This design comes from an exercise in tuning for small area on the open sky130 flow, not from production work.
In this exercise RTL edits were held to simulation tests only and were not proved equivalent to the original.
The clock port is modelled as an ideal driver; clocking choices that lean on that would not hold on a real chip.
Power figures rest on the tool's default switching activity, not on a simulated workload.

==> inputs of 03-26 <==
## axi4_straddle_convertor
module axi4_straddle_convertor #
(
    parameter integer AXI_TUSER_L        = 161,
    parameter integer BUFFER_SIZE        = 4
)
(
    input wire                                  ACLK,
    input wire                                  ARESETN,
    input wire [AXI_TUSER_L-1:0]               S_AXIS_TUSER,
    input wire [511:0]                         S_AXIS_TDATA,
    input wire [15:0]                          S_AXIS_TKEEP,
    input wire                                 S_AXIS_TLAST,
    input wire                                 S_AXIS_TVALID,
    output wire                                S_AXIS_TREADY,
    output wire [AXI_TUSER_L-1:0]              M_AXIS_TUSER,
    output wire [511:0]                        M_AXIS_TDATA,
    output wire [15:0]                         M_AXIS_TKEEP,
    output wire                                M_AXIS_TLAST,
    output wire                                M_AXIS_TVALID,
    input wire                                 M_AXIS_TREADY,
    output reg [1:0]                           error_invalid_state
);
clock: 5.5 ns
lec_check: 0
cap_margin: 10
core_margin: 2
core_utilization: 70
place_density: 0.85
slew_margin: 10
synth_hierarchical: 1
synth_minimum_keep_size: 0
standard.sh (not shown) runs the stock make flow with config.mk's settings and CLKGATE_MAP_FILE= SYNTH_SCRIPT=/design/flow/synth_recipe.tcl, a recipe that flattens the netlist after the stock synthesis.
==> flow/flow/run.sh <==
#!/bin/bash
set -o pipefail
export BUFFER_PORTS_ARGS="-buffer_cell sky130_fd_sc_hd__buf_1"
export CTS_ARGS="-sink_clustering_enable -repair_clock_nets -dont_use_dummy_load -buf_list sky130_fd_sc_hd__clkbuf_16 -sink_clustering_size 30 -sink_clustering_max_diameter 60"
bash standard.sh > standard.log 2>&1
==> 12-19 (differences from 03-26) <==
--- a/flow/flow/run.sh
+++ b/flow/flow/run.sh
@@ -4,2 +4,3 @@
 export CTS_ARGS="-sink_clustering_enable -repair_clock_nets -dont_use_dummy_load -buf_list sky130_fd_sc_hd__clkbuf_16 -sink_clustering_size 30 -sink_clustering_max_diameter 60"
+export POST_CTS_TCL="$PWD/flow/downsize_buffers.tcl"
 bash standard.sh > standard.log 2>&1
==> flow/flow/downsize_buffers.tcl (new file) <==
# POST_CTS hook: give each signal cell that placement-time repair sized up
# the smallest drive strength of the same cell whose output slew, and the
# slew at every pin it drives, stay under slew_limit (well inside the
# library's limits) and whose worst setup slack stays above slack_floor.
# Clock-tree cells are left alone. The global-route
# stage that follows repairs design rules and setup timing again with its
# own parasitics.
set slew_limit 1.0
set slack_floor 0.6
set n_down 0
set area_saved 0.0
foreach inst [get_cells *] {
  set orig [get_property $inst ref_name]
  if {![regexp {^(sky130_fd_sc_hd__[a-z0-9]+)_([0-9]+)$} $orig -> base drive]} continue
  if {$drive <= 1} continue
  if {[regexp {clkbuf|clkinv|clkdlybuf|conb|tapvpwr|fill|diode|decap} $base]} continue
  set opins [get_pins -of_objects $inst -filter "direction == output"]
  if {[llength $opins] != 1} continue
  set opin [lindex $opins 0]
  set net [get_nets -of_objects $opin]
  if {$net eq ""} continue
  set orig_area [get_property [get_lib_cells */$orig] area]
  # smaller drive strengths of the same cell, smallest area first
  set cands {}
  foreach lc [get_lib_cells */${base}_*] {
    set n [get_property $lc name]
    if {![regexp "^${base}_(\[0-9\]+)\$" $n -> d]} continue
    set a [get_property $lc area]
    if {$a < $orig_area} { lappend cands [list $a $n] }
  }
  set done 0
  foreach c [lsort -real -index 0 $cands] {
    lassign $c c_area c_name
    replace_cell $inst $c_name
    set ok [expr {[get_property $opin slew_max] <= $slew_limit
                  && [get_property $opin slack_max] >= $slack_floor}]
    if {$ok} {
      foreach ld [get_pins -of_objects $net -filter "direction == input"] {
        if {[get_property $ld slew_max] > $slew_limit} { set ok 0; break }
      }
    }
    if {$ok} {
      incr n_down
      set area_saved [expr {$area_saved + $orig_area - $c_area}]
      set done 1
      break
    }
  }
  if {!$done} { replace_cell $inst $orig }
}
puts "downsize_buffers: downsized $n_down cells, saved $area_saved um^2"
detailed_placement
check_placement -verbose
==> 04-11 (differences from 03-26) <==
==> flow/flow/run.sh (replaced) <==
#!/bin/bash
set -o pipefail
export BUFFER_PORTS_ARGS="-buffer_cell sky130_fd_sc_hd__buf_1"
export CTS_ARGS="-sink_clustering_enable -repair_clock_nets -dont_use_dummy_load -buf_list sky130_fd_sc_hd__clkbuf_16 -sink_clustering_size 24 -sink_clustering_max_diameter 80"
bash standard.sh > standard.log 2>&1
--- a/flow/config.mk
+++ b/flow/config.mk
@@ -9,4 +9,4 @@
 export CORE_MARGIN = 2
-export CORE_UTILIZATION = 70
-export PLACE_DENSITY = 0.85
+export CORE_UTILIZATION = 65
+export PLACE_DENSITY = 0.8
 export SLEW_MARGIN = 10
==> impl_metrics.ini <==
[critical_path]
worst_path_cell_trace = o22ai_1 -> or4_1 -> nor4_1 -> o41ai_1 -> a21oi_1 -> buf_1
timing.rr.end = du0[0][92]$_DFFE_PP_
startpoint = ns0[2]$_SDFF_PN1_
cpLargestDelayFamily = simple AND/OR/NAND/NOR gates

[floorplanning]
placement_rows = 175

[pwr]
internal_power_mw = 45.51

[clock_tree]
postCtsResizedCells = 0

[grt]
gr-usage-all-layers_pct = 40.04

[layout]
fraction_of_layout_instances_using_a_drive_strength_above_1_pct = 5.856

[route]
routed_length_per_instance_um = 35.75

[placed_design]
place.detailed.instances = 13040

[run_status]
outcome = complete, no violations
the above is filed under 03-26

==> impl_metrics.ini <==
[critical_path]
timing.rr.end = du0[1][232]$_DFFE_PP_
worst_path_cell_trace = buf_12 -> buf_4 -> o22ai_1 -> or4_1 -> buf_1

[route]
detailroute.via_count = 99840
ant_nets = 0
routed_length_per_instance_um = 35.30

[pwr]
internal_power_mw = 45.75

[run_status]
outcome = complete, no violations

[yosys]
postSynthCellCount = 8697
synth_top_cell_area_share_pct = 79.24

[layout]
fraction_of_layout_instances_using_a_drive_strength_above_1_pct = 5.902

[grt]
gr-usage-all-layers_pct = 37.22

[floorplanning]
placement_rows = 182

[sta]
layout_worst_path_cycle_share_pct = 92.79

[placed_design]
place.detailed.instances = 13250
the above is filed under 04-11

==> impl_metrics.ini <==
[critical_path]
cpLargestDelayFamily = buffers and inverters
timing.rr.end = du1[1][152]$_DFFE_PP_
worst_path_cell_trace = buf_6 -> buf_2 -> o22ai_1 -> or4_1 -> buf_1
startpoint = ns1[0]$_SDFF_PN0_

[route]
routed_length_per_instance_um = 35.74
met1_length_um = 146100

[sta]
layout_setup_ws_ns = -0.01213
setup_violations = 1

[run_status]
failed_checks = setup timing
outcome = finished with violations

[floorplanning]
placement_rows = 175

[placed_design]
place.detailed.instances = 13040

[layout]
area.growth.synth_to_final_pct = 8.862
fraction_of_layout_instances_using_a_drive_strength_above_1_pct = 4.565

[pwr]
internal_power_mw = 45.44
total_leakage_power_nw = 54.56

[yosys]
synthesis.area_sq_um = 160100

[grt]
gr-usage-all-layers_pct = 40.02
the above is filed under 12-19


==> trial 34 <==
Starting RTL as in the previous note.
// axi4_straddle_convertor
module axi4_straddle_convertor #
(
    parameter integer AXI_TUSER_L        = 161,
    parameter integer BUFFER_SIZE        = 4
)
(
    input wire                                  ACLK,
    input wire                                  ARESETN,
    input wire [AXI_TUSER_L-1:0]               S_AXIS_TUSER,
    input wire [511:0]                         S_AXIS_TDATA,
    input wire [15:0]                          S_AXIS_TKEEP,
    input wire                                 S_AXIS_TLAST,
    input wire                                 S_AXIS_TVALID,
    output wire                                S_AXIS_TREADY,
    output wire [AXI_TUSER_L-1:0]              M_AXIS_TUSER,
    output wire [511:0]                        M_AXIS_TDATA,
    output wire [15:0]                         M_AXIS_TKEEP,
    output wire                                M_AXIS_TLAST,
    output wire                                M_AXIS_TVALID,
    input wire                                 M_AXIS_TREADY,
    output reg [1:0]                           error_invalid_state
);
wire [1:0] is_sop      = S_AXIS_TUSER[65:64];
wire [1:0] is_eop      = S_AXIS_TUSER[77:76];
wire [1:0] is_sop0_ptr = S_AXIS_TUSER[69:68];
wire [3:0] is_eop0_ptr = S_AXIS_TUSER[83:80];
wire [3:0] is_eop1_ptr = S_AXIS_TUSER[87:84];
reg [1:0] wp0, rp0, wp1, rp1;
reg       f0, f1;               
reg       full0, full1;
reg [1:0] tlp_active;
reg [3:0] tracker;
reg       old_tlp;
reg [3:0] eop0, eop1;
reg       rfb0;                 
reg       out_sop;
assign S_AXIS_TREADY = !full0 && !full1;
wire fire = S_AXIS_TVALID && S_AXIS_TREADY;
reg [1:0] ac, an;
reg [3:0] tc;
reg       oc;
reg       ill_sop, ill_eop;
always @(*) begin
    ac = tlp_active;
    tc = tracker;
    oc = old_tlp;
    ill_sop = 1'b0;
    casez ({is_sop, tlp_active})
  ...
==> flow/config.mk <==
export PLATFORM = sky130hd
export DESIGN_NAME = axi4_straddle_convertor
export DESIGN_NICKNAME = axi4_straddle_convertor
export VERILOG_FILES = /design/flow/design.v
export SDC_FILE = /design/flow/constraint.sdc
export NUM_CORES = 4
export LEC_CHECK = 0
export CAP_MARGIN = 10
export CORE_MARGIN = 2
export CORE_UTILIZATION = 65
export PLACE_DENSITY = 0.8
export SLEW_MARGIN = 10
export SYNTH_HIERARCHICAL = 1
export SYNTH_MINIMUM_KEEP_SIZE = 0
==> flow/constraint.sdc <==
create_clock -name core_clock -period 5.5 [get_ports {ACLK}]
set_input_delay 1.1000 -clock core_clock [delete_from_list [all_inputs] [get_ports {ACLK}]]
set_output_delay 1.1000 -clock core_clock [all_outputs]
set_load 0.01 [all_outputs]
==> flow/flow/run.sh <==
#!/bin/bash
set -o pipefail
export BUFFER_PORTS_ARGS="-buffer_cell sky130_fd_sc_hd__buf_1"
export CTS_ARGS="-sink_clustering_enable -repair_clock_nets -dont_use_dummy_load -buf_list sky130_fd_sc_hd__clkbuf_16 -sink_clustering_size 24 -sink_clustering_max_diameter 80"
export POST_CTS_TCL="$PWD/flow/downsize_buffers.tcl"
bash standard.sh > standard.log 2>&1
==> flow/flow/downsize_buffers.tcl <==
# POST_CTS hook: give each signal cell that placement-time repair sized up
# the smallest drive strength of the same cell whose output slew, and the
# slew at every pin it drives, stay under slew_limit (well inside the
# library's limits). Clock-tree cells are left alone. The global-route
# stage that follows repairs design rules and setup timing again with its
# own parasitics.
set slew_limit 0.6
set n_down 0
set area_saved 0.0
foreach inst [get_cells *] {
  set orig [get_property $inst ref_name]
  if {![regexp {^(sky130_fd_sc_hd__[a-z0-9]+)_([0-9]+)$} $orig -> base drive]} continue
  if {$drive <= 1} continue
  if {[regexp {clkbuf|clkinv|clkdlybuf|conb|tapvpwr|fill|diode|decap} $base]} continue
  set opins [get_pins -of_objects $inst -filter "direction == output"]
  if {[llength $opins] != 1} continue
  set opin [lindex $opins 0]
  set net [get_nets -of_objects $opin]
  if {$net eq ""} continue
  set orig_area [get_property [get_lib_cells */$orig] area]
  # smaller drive strengths of the same cell, smallest area first
  set cands {}
  foreach lc [get_lib_cells */${base}_*] {
    set n [get_property $lc name]
    if {![regexp "^${base}_(\[0-9\]+)\$" $n -> d]} continue
    set a [get_property $lc area]
    if {$a < $orig_area} { lappend cands [list $a $n] }
  }
  set done 0
  foreach c [lsort -real -index 0 $cands] {
    lassign $c c_area c_name
    replace_cell $inst $c_name
    set ok [expr {[get_property $opin slew_max] <= $slew_limit}]
    if {$ok} {
      foreach ld [get_pins -of_objects $net -filter "direction == input"] {
        if {[get_property $ld slew_max] > $slew_limit} { set ok 0; break }
      }
    }
    if {$ok} {
      incr n_down
      set area_saved [expr {$area_saved + $orig_area - $c_area}]
      set done 1
      break
    }
  }
  if {!$done} { replace_cell $inst $orig }
}
puts "downsize_buffers: downsized $n_down cells, saved $area_saved um^2"
detailed_placement
check_placement -verbose
==> trial 87: changes against trial 34 <==
==> flow/flow/run.sh (replaced) <==
#!/bin/bash
set -o pipefail
export BUFFER_PORTS_ARGS="-buffer_cell sky130_fd_sc_hd__buf_1"
export CTS_ARGS="-sink_clustering_enable -repair_clock_nets -dont_use_dummy_load -buf_list sky130_fd_sc_hd__clkbuf_16 -sink_clustering_size 32 -sink_clustering_max_diameter 60"
bash standard.sh > standard.log 2>&1
CORE_UTILIZATION = 75   (was 65)
PLACE_DENSITY = 0.9   (was 0.8)
removed: flow/flow/downsize_buffers.tcl
==> trial 7: changes against trial 34 <==
==> flow/flow/run.sh (replaced) <==
#!/bin/bash
# Own layout flow: the standard flow (the standard.sh) with
# minimum-size port buffers, a clock tree of larger leaf clusters without
# dummy loads, and downsizing of non-critical cells after global routing.
set -o pipefail
export BUFFER_PORTS_ARGS="-buffer_cell sky130_fd_sc_hd__buf_1"
export CTS_ARGS="-sink_clustering_enable -repair_clock_nets -dont_use_dummy_load -buf_list sky130_fd_sc_hd__clkbuf_16 -sink_clustering_size 24 -sink_clustering_max_diameter 80"
export RECOVER_POWER=100
bash standard.sh > standard.log 2>&1
removed: flow/flow/downsize_buffers.tcl
==> impl_metrics.py <==
metrics = {
    "outcome": {
        "run_status": "complete, but fails checks",
        "checkFailReasons": "setup timing",
    },
    "timing": {
        "finalSetupViolCount": 1,
        "layout_setup_ws_ns": -0.0192,
    },
    "grt": {
        "grt_pass1_wl_mm": 722,
        "globalRouteMet3Util": 0.166,
    },
    "floorplanning": {
        "num_tap_cells": 2821,
    },
    "cells_and_area": {
        "bufAreaShareNonClock": 0.0438,
    },
}
Source of the figures above: trial 87

==> impl_metrics.py <==
metrics = {
    "outcome": {
        "run_status": "finished clean",
    },
    "floorplanning": {
        "die_boundary_height_um": 500,
        "num_tap_cells": 3220,
    },
    "grt": {
        "globalRouteMet3Util": 0.0921,
        "grt_pass1_wl_mm": 671,
    },
    "cells_and_area": {
        "area_growth_syn_to_layout_pct": 9.60,
        "largestClassByArea": "sequential cells",
        "bufAreaShareNonClock": 0.0381,
    },
    "worst_setup_path": {
        "worst_setup_path_start_kind": "flip-flop",
    },
    "hold_path": {
        "min_path_type": "flip-flop to flip-flop",
    },
    "timing": {
        "finalSetupViolCount": 0,
    },
    "placed_design": {
        "placement.io_buffers": 1084,
    },
}
Source of the figures above: trial 34

==> impl_metrics.py <==
metrics = {
    "outcome": {
        "run_status": "complete, but fails checks",
        "checkFailReasons": "capacitance limit, slew limit",
    },
    "pwr": {
        "power_top_consumer": "sequential cells",
    },
    "cells_and_area": {
        "bufAreaShareNonClock": 0.0400,
    },
    "timing": {
        "layout_setup_ws_ns": 0.175,
        "report.final.slew_viol_count": 1511,
        "finalSetupViolCount": 0,
    },
    "grt": {
        "met2_usage": 0.564,
        "globalRouteMet3Util": 0.0916,
    },
    "floorplanning": {
        "num_tap_cells": 3220,
    },
    "job": {
        "count_of_max_cap_constraint_violations": 39,
    },
}
Source of the figures above: trial 7

[separate check: timing with driven ports]
Ports are ideal in the flow. The routed layouts listed here were re-timed in OpenROAD. Step 1 sets driving cells, clkbuf_16 on the clock port and buf_2 on the other inputs (assumed; they add their load-dependent delay and slew). Step 2 moves the port delays by t, midway between the first and last clock arrival at a register: inputs arrive t later, outputs are due t later. That takes back most of the time a late clock gives input paths. a / b / c = no drivers / after step 1 / after step 2; a / b = the first two.
| run | t, ns | setup WS [ns] | hold slack, ns | pins driven straight from the clock port |
|---|---|---|---|---|
| 03-26 | 0.939 | 0.312 / 0.215 / 0.330 | 0.479 / 0.479 / 0.479 | 1 |
| 12-19 | 0.952 | -0.012 / -0.111 / -0.445 | 0.475 / 0.475 / 0.475 | 1 |
| 04-11 | 0.949 | 0.396 / 0.296 / 0.751 | 0.476 / 0.476 / 0.476 | 1 |
| trial 34 | 0.954 | 0.373 / 0.268 / -0.349 | 0.478 / 0.478 / 0.478 | 1 |
| trial 87 | 0.978 | -0.019 / -0.122 / 0.623 | 0.473 / 0.473 / 0.473 | 1 |
| trial 7 | 0.951 | 0.175 / 0.114 / -0.689 | 0.478 / 0.478 / 0.478 | 1 |
The setup slack of trial 7, which loses most, moves by -0.061 ns with the drivers and by -0.864 ns with both steps.
